This design comes from an exercise in tuning for small area, a short achievable clock period and few clock cycles per item on the open sky130 flow, not from production work.
Where RTL was checked, it was by simulation tests only, not by an equivalence proof against the original.

==> run M <==
Design ntt_top, start of the top module:
module ntt_top (
  input  wire        clk, rst, start,
  input  wire [15:0] din0, din1, din2, din3, din4, din5, din6, din7, din8, din9, din10, din11, din12, din13, din14, din15,
  output wire [15:0] dout0, dout1, dout2, dout3, dout4, dout5, dout6, dout7, dout8, dout9, dout10, dout11, dout12, dout13, dout14, dout15,
  output wire        done
);
export LEC_CHECK = 0
export CAP_MARGIN = 20
export CORE_MARGIN = 2
export CORE_UTILIZATION = 30
export CTS_BUF_LIST = sky130_fd_sc_hd__clkbuf_8
export CTS_CLUSTER_DIAMETER = 200
export CTS_CLUSTER_SIZE = 30
export SETUP_SLACK_MARGIN = 2.0
export SLEW_MARGIN = 20
export SYNTH_HIERARCHICAL = 1
export SYNTH_MINIMUM_KEEP_SIZE = 0
create_clock -name core_clock -period 22.0 [get_ports {clk}]
standard.sh (not shown) runs the stock make flow with config.mk's settings and CLKGATE_MAP_FILE= SYNTH_SCRIPT=/design/flow/synth_recipe.tcl, a recipe that flattens the netlist after the stock synthesis.
==> flow/flow/run.sh <==
#!/bin/bash
# The standard layout (standard.sh: the standard flow's synthesis and ORFS flow), with two
# placement options changed:
#  - port buffers are sky130_fd_sc_hd__buf_1 instead of the default pick;
#  - the constant-0 outputs share tie cells instead of one tie cell per port.
set -euo pipefail
bash standard.sh \
  "BUFFER_PORTS_ARGS=-buffer_cell sky130_fd_sc_hd__buf_1" \
  SKIP_REPAIR_TIE_FANOUT=1 \
  finish > standard_flow.log 2>&1
==> run C: changes against run M <==
- CTS_CLUSTER_DIAMETER: 200 -> default
- CTS_CLUSTER_SIZE: 30 -> default
- SETUP_SLACK_MARGIN: 2.0 -> 5.0
==> run A: changes against run M <==
- CTS_CLUSTER_DIAMETER: 200 -> default
- CTS_CLUSTER_SIZE: 30 -> default
- SETUP_SLACK_MARGIN: 2.0 -> 4.6
==> notes <==
Between run C and run A, the lower final cell count is in run A (gap 1.0%, measured against run A).
Hold slack, highest first: run A, run C, run M.
Run C finished clean. Run A finished with timing, DRC and antenna clean. Run M ran to the end with no violations.
Global-route usage, lowest first: run M, run A, run C.
Setup slack: run M < run A < run C.
Maximum frequency: run C > run A > run M.
In area after synthesis, run A and run C do not differ.
Register-to-register slack is about the same in run M and run A.
Testbench counts of run M, summed over its fixed seeds: cycles 2,400, items 2,400.
Testbench counts of run C, summed over its fixed seeds: cycles 2,400, items 2,400.
Testbench counts of run A, summed over its fixed seeds: cycles 2,400, items 2,400.


==> v38 <==
ntt_top, a different RTL version from the one above (not shown whole).
export LEC_CHECK = 0
export CAP_MARGIN = 20
export CORE_MARGIN = 2
export CORE_UTILIZATION = 30
export CTS_BUF_LIST = sky130_fd_sc_hd__clkbuf_8
export SETUP_SLACK_MARGIN = 4.9
export SLEW_MARGIN = 20
export SYNTH_HIERARCHICAL = 1
export SYNTH_MINIMUM_KEEP_SIZE = 0
create_clock -name core_clock -period 22.0 [get_ports {clk}]
Scripts as last shown in full above: flow/flow/run.sh
==> inputs of v37, as changes to v38 <==
--- a/flow/config.mk
+++ b/flow/config.mk
@@ -10,5 +10,5 @@
 export CORE_UTILIZATION = 30
 export CTS_BUF_LIST = sky130_fd_sc_hd__clkbuf_8
-export SETUP_SLACK_MARGIN = 4.9
+export SETUP_SLACK_MARGIN = 2.0
 export SLEW_MARGIN = 20
 export SYNTH_HIERARCHICAL = 1
==> inputs of v3, as changes to v38 <==
--- a/flow/config.mk
+++ b/flow/config.mk
@@ -10,5 +10,5 @@
 export CORE_UTILIZATION = 30
 export CTS_BUF_LIST = sky130_fd_sc_hd__clkbuf_8
-export SETUP_SLACK_MARGIN = 4.9
+export SETUP_SLACK_MARGIN = 5.0
 export SLEW_MARGIN = 20
 export SYNTH_HIERARCHICAL = 1
==> comparison table <==
|  | v3 | v38 | v37 |
|---|---|---|---|
| Outcome | finished clean | finished clean | finished clean |
| Arrival time at the worst endpoint | 12.31 ns | 12.42 ns | 12.88 ns |
| Worst hold path endpoint | res[12][0]$_DFF_P_ | res[6][2]$_DFF_P_ | res[6][2]$_DFF_P_ |
| Global-route wire length before repair | 50600 um | 50700 um | 50600 um |
| Critical path origin | din4[0] | din7[4] | din3[0] |
| Post-layout instance count excluding filler cells | 1854 | 1851 | 1845 |
| Post-CTS setup-driven buffer insertion count | 4 | 2 | 0 |
| Detailed-routed wire length on met2 | 16000 um | 15900 um | 15900 um |
| Iter 0 DRT Violations | 291 | 332 | 312 |
| Vias per Instance | 4.25 | 4.27 | 4.25 |
| Fraction of final layout cells sized beyond drive strength 1 | 0.111 | 0.0830 | 0.0167 |
| Met1 capacity usage during global routing | 0.187 | 0.187 | 0.187 |
| Post-route met1 wirelength | 13400 um | 13400 um | 13400 um |
Testbench counts of v38, summed over its fixed seeds: cycles 2,400, items 2,400.
Testbench counts of v37, summed over its fixed seeds: cycles 2,400, items 2,400.
Testbench counts of v3, summed over its fixed seeds: cycles 2,400, items 2,400.


==> ember <==
ntt_top, a different RTL version from the one above (not shown whole).
==> flow/config.mk <==
export PLATFORM = sky130hd
export DESIGN_NAME = ntt_top
export DESIGN_NICKNAME = ntt_top
export VERILOG_FILES = /design/flow/design.v
export SDC_FILE = /design/flow/constraint.sdc
export NUM_CORES = 8
export LEC_CHECK = 0
export CAP_MARGIN = 20
export CORE_MARGIN = 2
export CORE_UTILIZATION = 30
export CTS_BUF_LIST = sky130_fd_sc_hd__clkbuf_8
export SETUP_SLACK_MARGIN = 2.0
export SLEW_MARGIN = 20
export SYNTH_HIERARCHICAL = 1
export SYNTH_MINIMUM_KEEP_SIZE = 0
==> flow/constraint.sdc <==
create_clock -name core_clock -period 22.0 [get_ports {clk}]
set_input_delay 4.4000 -clock core_clock [delete_from_list [all_inputs] [get_ports {clk}]]
set_output_delay 4.4000 -clock core_clock [all_outputs]
set_load 0.01 [all_outputs]
Scripts as last shown in full above: flow/flow/run.sh
==> inputs of harbor, as changes to ember <==
Settings changed: SETUP_SLACK_MARGIN 2.0 to 5.0.
==> comparison table <==
Multi-input combinational area share: harbor 66.51%; ember 66.87%
M2 GR Usage: harbor 26.03%; ember 25.47%
Launch point of the critical path: harbor din5[4]; ember din5[0]
Result of the run: harbor complete, no violations; ember complete, no violations
Total detailed-routing wirelength: harbor 32,230 um; ember 31,130 um
Slew headroom: harbor 51.73%; ember 47.45%
Area added between synthesis and finish: harbor 11.90%; ember 2.140%
Post-CTS Setup Inserts: harbor 36; ember 0
GRT Resource Usage Total: harbor 14.51%; ember 14.27%
Number of non-clock buffers: harbor 215; ember 165
Achievable clock frequency: harbor 0.05803 GHz; ember 0.05522 GHz
Max incr delay on CP: harbor 540 ps; ember 560 ps
No run of this note included a check of the RTL's function; only the layout flow was run.


==> 02-02 <==
Another version of the RTL of ntt_top (not shown whole).
clock: 22.0 ns
lec_check: 0
cap_margin: 20
core_margin: 2
core_utilization: 30
cts_buf_list: sky130_fd_sc_hd__clkbuf_8
setup_slack_margin: 2.0
slew_margin: 20
synth_hierarchical: 1
synth_minimum_keep_size: 0
Scripts as last shown in full above: flow/flow/run.sh
==> 08-17: changes against 02-02 <==
Settings changed: CTS_CLUSTER_SIZE set to 40.
==> summary.txt <==
|  | 02-02 | 08-17 |
|---|---|---|
| Run status | finished clean | finished clean |
| Number of setup violations in the final report | 0 | 0 |
| Clock buf count | 9 | 9 |
| Global-route usage over all layers | 14.6% | 14.6% |
| Type of the worst min-delay path | flip-flop to flip-flop | flip-flop to flip-flop |
| Area enclosed by the die boundary | 45700 µm² | 45700 µm² |
| Tightest Pin Transition | 1.04 ns | 1.04 ns |
| Flip-flop and latch count after synthesis | 80 | 80 |
| Number of signal-net buffers in the layout | 164 | 164 |
| Top cell type's share of synthesized area | 53.3% | 53.3% |
| Number of fill cells | 4542 | 4542 |
| CTS H-tree lvls | 3 | 3 |
| Post-route insts no fill | 1879 | 1879 |
| Most heavily used metal layer in global routing | met2 | met2 |
| Post-CTS Setup Inserts | 0 | 0 |
| Critical hold path startpoint | res[3][0]$_DFF_P_ | res[3][0]$_DFF_P_ |
| Chip width | 214 µm | 214 µm |
| Number of resized instances in the post-cts repair step | 0 | 0 |
| Met1 routed wirelength after detailed routing | 13100 µm | 13100 µm |
| Max-slew violation count | 0 | 0 |
| Number of buffers created by CTS | 9 | 9 |
| Average vias per placed instance | 4.21 | 4.21 |
| Count of inverters other than clock inverters in the layout | 338 | 338 |
No run of this note included a check of the RTL's function; only the layout flow was run.


==> inputs of run F <==
ntt_top, a different RTL version from the one above (not shown whole).
## ntt_top
module ntt_top (
  input  wire        clk, rst, start,
  input  wire [15:0] din0, din1, din2, din3, din4, din5, din6, din7, din8, din9, din10, din11, din12, din13, din14, din15,
  output wire [15:0] dout0, dout1, dout2, dout3, dout4, dout5, dout6, dout7, dout8, dout9, dout10, dout11, dout12, dout13, dout14, dout15,
  output wire        done
);
clock: 22.0 ns
lec_check: 0
cap_margin: 20
core_margin: 2
core_utilization: 30
cts_buf_list: sky130_fd_sc_hd__clkbuf_8
place_density: 0.8
setup_slack_margin: 2.0
slew_margin: 20
synth_hierarchical: 1
synth_minimum_keep_size: 0
Scripts as last shown in full above: flow/flow/run.sh
==> inputs of run K, as changes to run F <==
--- a/flow/config.mk
+++ b/flow/config.mk
@@ -11,3 +11,2 @@
 export CTS_BUF_LIST = sky130_fd_sc_hd__clkbuf_8
-export PLACE_DENSITY = 0.8
 export SETUP_SLACK_MARGIN = 2.0
==> summary.txt <==
Tightest Pin Transition=0.5312 ns; FF-to-FF setup slack=21.21 ns; initial antenna violation count=5; vias in the first global route=9168; Iteration-0 DRC Markers=357; utilization after layout=30.85%; sequential share of cell area=11.82%; achievable frequency=0.05579 GHz; detail-routed net length per standard cell=16.27 µm; first-pass GRT wire length=50.79 mm; routed wire length=31.28 mm; Hold Path Sink=res[10][4]; result of the run=timing/DRC/antenna clean
[end of results for run K]
==> summary.txt <==
sequential share of cell area=11.82%; FF-to-FF setup slack=21.19 ns; vias in the first global route=9357; first-pass GRT wire length=52.01 mm; result of the run=timing/DRC/antenna clean; achievable frequency=0.05547 GHz; detail-routed net length per standard cell=16.76 µm
[end of results for run F]
Testbench counts of run F, summed over its fixed seeds: cycles 2,400, items 2,400.
Testbench counts of run K, summed over its fixed seeds: cycles 2,400, items 2,400.


==> inputs of amber <==
ntt_top with an RTL version that a note above also has.
Design ntt_top, start of the top module:
module ntt_top (
  input  wire        clk, rst, start,
  input  wire [15:0] din0, din1, din2, din3, din4, din5, din6, din7, din8, din9, din10, din11, din12, din13, din14, din15,
  output wire [15:0] dout0, dout1, dout2, dout3, dout4, dout5, dout6, dout7, dout8, dout9, dout10, dout11, dout12, dout13, dout14, dout15,
  output wire        done
);
Settings: LEC_CHECK=0, CAP_MARGIN=20, CORE_MARGIN=2, CORE_UTILIZATION=30, CTS_BUF_LIST=sky130_fd_sc_hd__clkbuf_8, SETUP_SLACK_MARGIN=2.0, SLEW_MARGIN=20, SYNTH_HIERARCHICAL=1, SYNTH_MINIMUM_KEEP_SIZE=0; clock period 22.0 ns.
Scripts as last shown in full above: flow/flow/run.sh
==> inputs of lagoon, as changes to amber <==
CTS_BUF_LIST = sky130_fd_sc_hd__clkbuf_16   (was sky130_fd_sc_hd__clkbuf_8)
CTS_CLUSTER_DIAMETER = 500   (was default)
CTS_CLUSTER_SIZE = 80   (was default)
==> summary.md <==
| Metric | Value |
|---|---|
| Status | `timing/DRC/antenna clean` |
| First-pass GRT wire length | `48100 um` |
| Synthesis-to-layout area growth | `2.53%` |
| Routed WL | `30400 um` |
| Tmin final | `17580 ps` |
That was lagoon.
==> summary.md <==
| Metric | Value |
|---|---|
| Tmin final | `17560 ps` |
| Status | `timing/DRC/antenna clean` |
| Synthesis-to-layout area growth | `1.73%` |
| First-pass GRT wire length | `48000 um` |
| Routed WL | `30400 um` |
That was amber.
Testbench counts of amber, summed over its fixed seeds: cycles 2,400, items 2,400.
Testbench counts of lagoon, summed over its fixed seeds: cycles 2,400, items 2,400.

-- re-timing with driven ports --
How much do the figures lean on ideal ports? The routed layouts below were timed once more, with nothing changed but the port constraints.
Step 1 assumes that a clkbuf_16 drives the clock port and a buf_2 every other input.
Step 2, shift: input delay + t, output delay - t, t = (earliest + latest rising clock arrival at the registers) / 2. This alone moves slack from input paths to output paths.
Three values: ideal ports, drivers, drivers and shift; two values: the first two.
run | t (ns) | setup slack, ns | worst register clock-pin slew, ns
run M | 0.452 | 4.437 / 4.414 / 4.414 | 0.10 / 0.10
run C | 0.450 | 5.173 / 5.145 / 5.145 | 0.10 / 0.10
run A | 0.451 | 4.847 / 4.827 / 4.827 | 0.10 / 0.10
v38 | 0.456 | 5.181 / 5.136 / 5.136 | 0.11 / 0.11
v37 | 0.456 | 4.723 / 4.687 / 4.687 | 0.11 / 0.11
v3 | 0.458 | 5.286 / 5.250 / 5.250 | 0.11 / 0.11
ember | 0.430 | 3.890 / 3.861 / 3.861 | 0.13 / 0.13
harbor | 0.438 | 4.767 / 4.743 / 4.743 | 0.10 / 0.10
02-02 | 0.430 | 4.203 / 4.181 / 4.181 | 0.11 / 0.11
08-17 | 0.430 | 4.203 / 4.181 / 4.181 | 0.11 / 0.11
run F | 0.427 | 3.972 / 3.951 / 3.951 | 0.11 / 0.11
run K | 0.431 | 4.074 / 4.052 / 4.052 | 0.12 / 0.12
amber | 0.452 | 4.437 / 4.414 / 4.414 | 0.10 / 0.10
lagoon | 0.411 | 4.425 / 4.402 / 4.402 | 0.07 / 0.07
After both steps every run listed still meets setup and hold. For v38, which loses most, drivers alone change the setup slack by -0.045 ns; drivers and shift together by -0.045 ns.
